Background: an optimization exercise with open tools, aiming at small area, a short achievable clock period and few clock cycles. Do not read the settings as production practice.
At most, simulation tests tie the RTL to the original design; equivalence was not proved.

==> flow/design.v <==
module divider (
    input div_clk, reset,
    input div,
    input div_signed,
    input [31:0] x, y,
    input use_mod,
    output [31:0] div_result,
    output div_ok
);
    localparam IDLE = 2'd0, NORM = 2'd1, ITER = 2'd2, DONE = 2'd3;
    reg  [1:0]  state;
    reg         done;
    reg  [32:0] V;       
    reg  [32:0] D;       
    reg  [31:0] A;       
    reg         xneg, qneg, mod, sub;
    assign div_ok     = done;
    assign div_result = A;
    wire        sx = div_signed & x[31];
    wire        sy = div_signed & y[31];
    wire [31:0] xu = sx ? {~x[30:0], 1'b1} : x;
    wire [31:0] yu = sy ? {~y[31:1], 1'b1} : y;      
    wire [5:0]  xz_in, yz_in;
    wire        xall0, yall0;
    lzc32 lzx (.a(xu), .z(xz_in), .all0(xall0));
    lzc32 lzy (.a(yu), .z(yz_in), .all0(yall0));
    reg  [5:0]  ncx, cy;   
    wire [6:0]  dd = {1'b0, cy} + {1'b1, ncx} + 7'd1;   
    wire        trivial = dd[6] | cy[5];      
    wire [32:0] s1  = dd[0] ? {D[31:0],   sub}        : D;
    wire [32:0] s2  = dd[1] ? {s1[30:0],  {2{sub}}}   : s1;
    wire [32:0] s3  = dd[2] ? {s2[28:0],  {4{sub}}}   : s2;
    wire [32:0] s4  = dd[3] ? {s3[24:0],  {8{sub}}}   : s3;
    wire [32:0] Dsh = dd[4] ? {s4[16:0],  {16{sub}}}  : s4;
    wire        fast;
    msb_less lt (.a(xu), .b(yu), .lt(fast));
    wire [33:0] Tc = {V, 1'b1} + {D, sub};
    wire [32:0] T = Tc[33:1];
    wire [32:0] zs = (V ^ D) ^ {(V[31:0] | D[31:0]), 1'b0};
    wire        Z  = sub ? (V == ~D) : ~|zs;
    wire        acc = xneg ? (T[32] | Z) : ~T[32];
    always @(posedge div_clk) begin
        if (reset) begin
            state <= IDLE;
            done  <= 1'b0;
        end else begin
            case (state)
                IDLE: if (div) begin
                          if (fast) begin
                              state <= DONE;
                              done  <= 1'b1;
                          end else
                              state <= NORM;
                      end
                NORM: if (trivial) begin
                          state <= DONE;
                          done  <= 1'b1;
                      end else
                          state <= ITER;
                ITER: if (cy[4:0] == 5'd0) begin
                          state <= DONE;
                          done  <= 1'b1;
                      end
                DONE: begin
                          state <= IDLE;
                          done  <= 1'b0;
                      end
            endcase
        end
    end
    always @(posedge div_clk) begin
        case (state)
            IDLE: begin
                V    <= {div_signed & x[31], x};
                D    <= {div_signed & y[31], y} ^ {33{~(div_signed & (x[31] ^ y[31]))}};
                xneg <= div_signed & x[31];
                qneg <= div_signed & (x[31] ^ y[31]);
                sub  <= ~(div_signed & (x[31] ^ y[31]));
                mod  <= use_mod;
                ncx  <= ~xz_in;
                cy   <= yz_in;
                A    <= use_mod ? x : 32'd0;
            end
            NORM: begin
                if (qneg & acc) V <= T;
                qneg <= qneg & acc;
                if (mod) begin
                    if (qneg & acc) A <= T[31:0];
                end else
                    A <= {32{qneg & acc}};
                D   <= Dsh;
                cy  <= {1'b0, dd[4:0]};
            end
            ITER: begin
                if (acc) V <= T;
                D <= {D[32], D[32:1]};
                if (mod) begin
                    if (acc) A <= T[31:0];
                end else
                    A <= {A[30:0], acc ^ qneg};
                cy  <= cy - 6'd1;
            end
            default: ;
        endcase
    end
endmodule
module lzc32 (
    input  [31:0] a,
    output [5:0]  z,
    output        all0
);
    wire [15:0] v1; wire [15:0] c1;           
    wire [7:0]  v2; wire [15:0] c2;           
    wire [3:0]  v3; wire [11:0] c3;           
    wire [1:0]  v4; wire [7:0]  c4;           
    genvar i;
    generate
        for (i = 0; i < 16; i = i + 1) begin : g1
            assign v1[i] = a[2*i+1] | a[2*i];
            assign c1[i] = ~a[2*i+1];
        end
        for (i = 0; i < 8; i = i + 1) begin : g2
            assign v2[i] = v1[2*i+1] | v1[2*i];
            assign c2[2*i+1:2*i] = v1[2*i+1] ? {1'b0, c1[2*i+1]} : {1'b1, c1[2*i]};
        end
        for (i = 0; i < 4; i = i + 1) begin : g3
            assign v3[i] = v2[2*i+1] | v2[2*i];
            assign c3[3*i+2:3*i] = v2[2*i+1] ? {1'b0, c2[4*i+3:4*i+2]} : {1'b1, c2[4*i+1:4*i]};
        end
        for (i = 0; i < 2; i = i + 1) begin : g4
            assign v4[i] = v3[2*i+1] | v3[2*i];
            assign c4[4*i+3:4*i] = v3[2*i+1] ? {1'b0, c3[6*i+5:6*i+3]} : {1'b1, c3[6*i+2:6*i]};
        end
    endgenerate
    assign all0 = ~(v4[1] | v4[0]);
    assign z = all0 ? 6'd32 : (v4[1] ? {2'b00, c4[7:4]} : {2'b01, c4[3:0]});
endmodule
module msb_less (
    input  [31:0] a, b,
    output        lt
);
    wire [15:0] a1, b1, l1;
    wire [7:0]  a2, b2, l2;
    wire [3:0]  a3, b3, l3;
    wire [1:0]  a4, b4, l4;
    genvar i;
    generate
        for (i = 0; i < 16; i = i + 1) begin : g1
            assign a1[i] = a[2*i+1] | a[2*i];
            assign b1[i] = b[2*i+1] | b[2*i];
            assign l1[i] = (a[2*i+1] | b[2*i+1]) ? ~a[2*i+1] : (b[2*i] & ~a[2*i]);
        end
        for (i = 0; i < 8; i = i + 1) begin : g2
            assign a2[i] = a1[2*i+1] | a1[2*i];
            assign b2[i] = b1[2*i+1] | b1[2*i];
            assign l2[i] = (a1[2*i+1] | b1[2*i+1]) ? l1[2*i+1] : l1[2*i];
        end
        for (i = 0; i < 4; i = i + 1) begin : g3
            assign a3[i] = a2[2*i+1] | a2[2*i];
            assign b3[i] = b2[2*i+1] | b2[2*i];
            assign l3[i] = (a2[2*i+1] | b2[2*i+1]) ? l2[2*i+1] : l2[2*i];
        end
        for (i = 0; i < 2; i = i + 1) begin : g4
            assign a4[i] = a3[2*i+1] | a3[2*i];
            assign b4[i] = b3[2*i+1] | b3[2*i];
            assign l4[i] = (a3[2*i+1] | b3[2*i+1]) ? l3[2*i+1] : l3[2*i];
        end
    endgenerate
    assign lt = (a4[1] | b4[1]) ? l4[1] : l4[0];
endmodule
Settings: LEC_CHECK=0, ABC_AREA=1, CAP_MARGIN=20, CORE_MARGIN=2, CORE_UTILIZATION=40, SETUP_SLACK_MARGIN=4.5, SLEW_MARGIN=20; clock period 8.0 ns.
standard.sh (not shown) runs the stock make flow with config.mk's settings and CLKGATE_MAP_FILE= SYNTH_SCRIPT=/design/flow/synth_recipe.tcl, a recipe that flattens the netlist after the stock synthesis.
==> flow/flow/run.sh <==
#!/bin/bash
# The standard layout, with the ports buffered by buf_4 cells instead of
# the delay cells buffer_ports picks by default. Each step's output goes to a
# log of its own.
set -euo pipefail
bash standard.sh synth > synth.log 2>&1
bash standard.sh 'BUFFER_PORTS_ARGS=-buffer_cell sky130_fd_sc_hd__buf_4' finish > layout.log 2>&1
Edit:
--- a/flow/design.v
+++ b/flow/design.v
@@ -70,13 +70,13 @@
     end
     always @(posedge div_clk) begin
+        xneg <= div_signed & x[31];
+        sub  <= ~(div_signed & (x[31] ^ y[31]));
+        mod  <= use_mod;
+        ncx  <= ~xz_in;
         case (state)
             IDLE: begin
                 V    <= {div_signed & x[31], x};
                 D    <= {div_signed & y[31], y} ^ {33{~(div_signed & (x[31] ^ y[31]))}};
-                xneg <= div_signed & x[31];
                 qneg <= div_signed & (x[31] ^ y[31]);
-                sub  <= ~(div_signed & (x[31] ^ y[31]));
-                mod  <= use_mod;
-                ncx  <= ~xz_in;
                 cy   <= yz_in;
                 A    <= use_mod ? x : 32'd0;
@@ -92,14 +92,13 @@
                 cy  <= {1'b0, dd[4:0]};
             end
-            ITER: begin
+            default: begin
                 if (acc) V <= T;
-                D <= {D[32], D[32:1]};
                 if (mod) begin
                     if (acc) A <= T[31:0];
                 end else
                     A <= {A[30:0], acc ^ qneg};
+                D   <= {D[32], D[32:1]};
                 cy  <= cy - 6'd1;
             end
-            default: ;
         endcase
     end
- via count came out lower slightly
- synthesized area came out lower by a few percent
- wire length came out lower by a few percent
- cell count went down slightly
- utilization went down by 0.20 points
- setup slack improves by 0.098 ns
- critical path depth rose by 1
No run of this note included a check of the RTL's function; only the layout flow was run.

---

divider, a different RTL version from the one above (not shown whole).
Size: roughly 1,900 cells after synthesis, about 120 flip-flops, ~100 I/O pins, ~0.013 mm^2 of cells after synthesis.
==> module divider, before the edit <==
module divider (
    input div_clk, reset,
    input div,
    input div_signed,
    input [31:0] x, y,
    input use_mod,
    output [31:0] div_result,
    output div_ok
);
    localparam IDLE = 2'd0, NORM = 2'd1, ITER = 2'd2, DONE = 2'd3;
    reg  [1:0]  state;
    reg         done;
    reg  [32:0] V;       
    reg  [32:0] D;       
    reg  [31:0] A;       
    reg         xneg, qneg, mod, sub;
    assign div_ok     = done;
    assign div_result = mod ? V[31:0] : A;
    wire        sx = div_signed & x[31];
    wire        sy = div_signed & y[31];
    wire [31:0] xu = sx ? {~x[30:0], 1'b1} : x;
    wire [31:0] yu = sy ? {~y[31:1], 1'b1} : y;      
    wire [5:0]  xz_in, yz_in;
    wire        xall0, yall0;
    lzc32 lzx (.a(xu), .z(xz_in), .all0(xall0));
    lzc32 lzy (.a(yu), .z(yz_in), .all0(yall0));
    reg  [5:0]  ncx, cy;   
    wire [6:0]  dd = {1'b0, cy} + {1'b1, ncx} + 7'd1;   
    wire        trivial = dd[6] | cy[5];      
    wire [32:0] s1  = dd[0] ? {D[31:0],   sub}        : D;
    wire [32:0] s2  = dd[1] ? {s1[30:0],  {2{sub}}}   : s1;
    wire [32:0] s3  = dd[2] ? {s2[28:0],  {4{sub}}}   : s2;
    wire [32:0] s4  = dd[3] ? {s3[24:0],  {8{sub}}}   : s3;
    wire [32:0] Dsh = dd[4] ? {s4[16:0],  {16{sub}}}  : s4;
    wire        fast;
    msb_less lt (.a(xu), .b(yu), .lt(fast));
    wire [33:0] Tc = {V, 1'b1} + {D, sub};
    wire [32:0] T = Tc[33:1];
    wire [32:0] zs = (V ^ D) ^ {(V[31:0] | D[31:0]), 1'b0};
    wire        Z  = sub ? (V == ~D) : ~|zs;
    wire        acc = xneg ? (T[32] | Z) : ~T[32];
    always @(posedge div_clk) begin
        if (reset) begin
            state <= IDLE;
            done  <= 1'b0;
        end else begin
            case (state)
                IDLE: if (div) begin
                          if (fast) begin
                              state <= DONE;
                              done  <= 1'b1;
                          end else
                              state <= NORM;
                      end
                NORM: if (trivial) begin
                          state <= DONE;
                          done  <= 1'b1;
                      end else
                          state <= ITER;
                ITER: if (cy[4:0] == 5'd0) begin
                          state <= DONE;
                          done  <= 1'b1;
                      end
                DONE: begin
                          state <= IDLE;
                          done  <= 1'b0;
                      end
            endcase
        end
    end
    always @(posedge div_clk) begin
        case (state)
            IDLE: begin
                V    <= {div_signed & x[31], x};
                D    <= {div_signed & y[31], y} ^ {33{~(div_signed & (x[31] ^ y[31]))}};
                xneg <= div_signed & x[31];
                qneg <= div_signed & (x[31] ^ y[31]);
                sub  <= ~(div_signed & (x[31] ^ y[31]));
                mod  <= use_mod;
                ncx  <= ~xz_in;
                cy   <= yz_in;
                A    <= 32'd0;
            end
            NORM: begin
                if (qneg & acc) V <= T;
                qneg <= qneg & acc;
                A    <= {32{qneg & acc}};
                D   <= Dsh;
                cy  <= {1'b0, dd[4:0]};
            end
            ITER: begin
                if (acc) V <= T;
                D <= {D[32], D[32:1]};
                A <= {A[30:0], acc ^ qneg};
                cy  <= cy - 6'd1;
            end
            default: ;
        endcase
    end
endmodule
Settings: LEC_CHECK=0, ABC_AREA=1, CAP_MARGIN=20, CORE_MARGIN=2, CORE_UTILIZATION=40, SETUP_SLACK_MARGIN=4.5, SLEW_MARGIN=20; clock period 8.0 ns.
Scripts as last shown in full above: flow/flow/run.sh
The first run finished clean.
Testbench counts at the start, summed over its fixed seeds: cycles 30,551.
Edit:
--- a/flow/design.v
+++ b/flow/design.v
@@ -12,13 +12,13 @@
     reg         done;
     reg  [32:0] V;       
     reg  [32:0] D;       
     reg  [31:0] A;       
     reg         xneg, qneg, mod, sub;
     assign div_ok     = done;
-    assign div_result = mod ? V[31:0] : A;
+    assign div_result = A;
     wire        sx = div_signed & x[31];
     wire        sy = div_signed & y[31];
     wire [31:0] xu = sx ? {~x[30:0], 1'b1} : x;
     wire [31:0] yu = sy ? {~y[31:1], 1'b1} : y;      
     wire [5:0]  xz_in, yz_in;
     wire        xall0, yall0;
@@ -31,17 +31,18 @@
     wire [32:0] s2  = dd[1] ? {s1[30:0],  {2{sub}}}   : s1;
     wire [32:0] s3  = dd[2] ? {s2[28:0],  {4{sub}}}   : s2;
     wire [32:0] s4  = dd[3] ? {s3[24:0],  {8{sub}}}   : s3;
     wire [32:0] Dsh = dd[4] ? {s4[16:0],  {16{sub}}}  : s4;
     wire        fast;
     msb_less lt (.a(xu), .b(yu), .lt(fast));
-    wire [33:0] Tc = {V, 1'b1} + {D, sub};
-    wire [32:0] T = Tc[33:1];
+    wire [33:0] Tc = {1'b0, V[31:0], 1'b1} + {1'b0, D[31:0], sub};
+    wire        c32 = Tc[33];
+    wire [32:0] T = {V[32] ^ D[32] ^ c32, Tc[32:1]};
     wire [32:0] zs = (V ^ D) ^ {(V[31:0] | D[31:0]), 1'b0};
     wire        Z  = sub ? (V == ~D) : ~|zs;
-    wire        acc = xneg ? (T[32] | Z) : ~T[32];
+    wire        acc = xneg ? ((V[32] ^ c32) | Z) : c32;
     always @(posedge div_clk) begin
         if (reset) begin
             state <= IDLE;
             done  <= 1'b0;
         end else begin
             case (state)
@@ -66,38 +67,43 @@
                           done  <= 1'b0;
                       end
             endcase
         end
     end
     always @(posedge div_clk) begin
+        xneg <= div_signed & x[31];
+        sub  <= ~(div_signed & (x[31] ^ y[31]));
+        mod  <= use_mod;
+        ncx  <= ~xz_in;
         case (state)
             IDLE: begin
                 V    <= {div_signed & x[31], x};
                 D    <= {div_signed & y[31], y} ^ {33{~(div_signed & (x[31] ^ y[31]))}};
-                xneg <= div_signed & x[31];
                 qneg <= div_signed & (x[31] ^ y[31]);
-                sub  <= ~(div_signed & (x[31] ^ y[31]));
-                mod  <= use_mod;
-                ncx  <= ~xz_in;
                 cy   <= yz_in;
-                A    <= 32'd0;
+                A    <= use_mod ? x : 32'd0;
             end
             NORM: begin
                 if (qneg & acc) V <= T;
                 qneg <= qneg & acc;
-                A    <= {32{qneg & acc}};
+                if (mod) begin
+                    if (qneg & acc) A <= T[31:0];
+                end else
+                    A <= {32{qneg & acc}};
                 D   <= Dsh;
                 cy  <= {1'b0, dd[4:0]};
             end
-            ITER: begin
+            default: begin
                 if (acc) V <= T;
-                D <= {D[32], D[32:1]};
-                A <= {A[30:0], acc ^ qneg};
+                if (mod) begin
+                    if (acc) A <= T[31:0];
+                end else
+                    A <= {A[30:0], acc ^ qneg};
+                D   <= {D[32], D[32:1]};
                 cy  <= cy - 6'd1;
             end
-            default: ;
         endcase
     end
 endmodule
 module lzc32 (
     input  [31:0] a,
     output [5:0]  z,
Result: Wire length fell by 5.4%. Worst setup slack improved by 0.0048 ns. Global-route usage decreases by 0.52 points. Design area goes down by 4.6%. Synthesized cell count drops by 0.62%. Register-to-register slack is worse by 0.09 ns. Critical path depth stays the same. Utilization goes up by 0.35 points. Flip-flop and latch count does not change. Worst hold slack degrades by 0.011 ns.
Testbench counts after the change, summed over its fixed seeds: cycles 30,551.

-- what the ideal ports hide --
In the flow no input, the clock included, has a driving cell. The finished layouts below were timed again as built, in two steps.
Step 1: set_driving_cell puts a clkbuf_16 on div_clk and a buf_2 on each other input, an assumption about the parent block.
Step 2 times the ports against the registers' clock, not the clock port: input delays grow and output delays shrink by t, the midpoint of the rising clock arrivals with the driver on.
Slacks: ideal / step 1 / step 2; pairs: ideal / step 1.
run | shift t [ns] | slack for setup (ns) | hold WS [ns]
the first run of note 1 | 0.495 | 4.571 / 4.571 / 4.142 | 0.515 / 0.515 / 0.515
the second run of note 1 | 0.491 | 4.669 / 4.669 / 4.237 | 0.491 / 0.491 / 0.491
the first run of note 2 | 0.482 | 4.590 / 4.591 / 4.109 | 0.496 / 0.496 / 0.496
the second run of note 2 | 0.476 | 4.595 / 4.595 / 4.174 | 0.485 / 0.485 / 0.485
After both steps setup and hold are still met in every run listed. The setup slack of the first run of note 2, which loses most, moves by +0.001 ns with the drivers and by -0.481 ns with both steps.
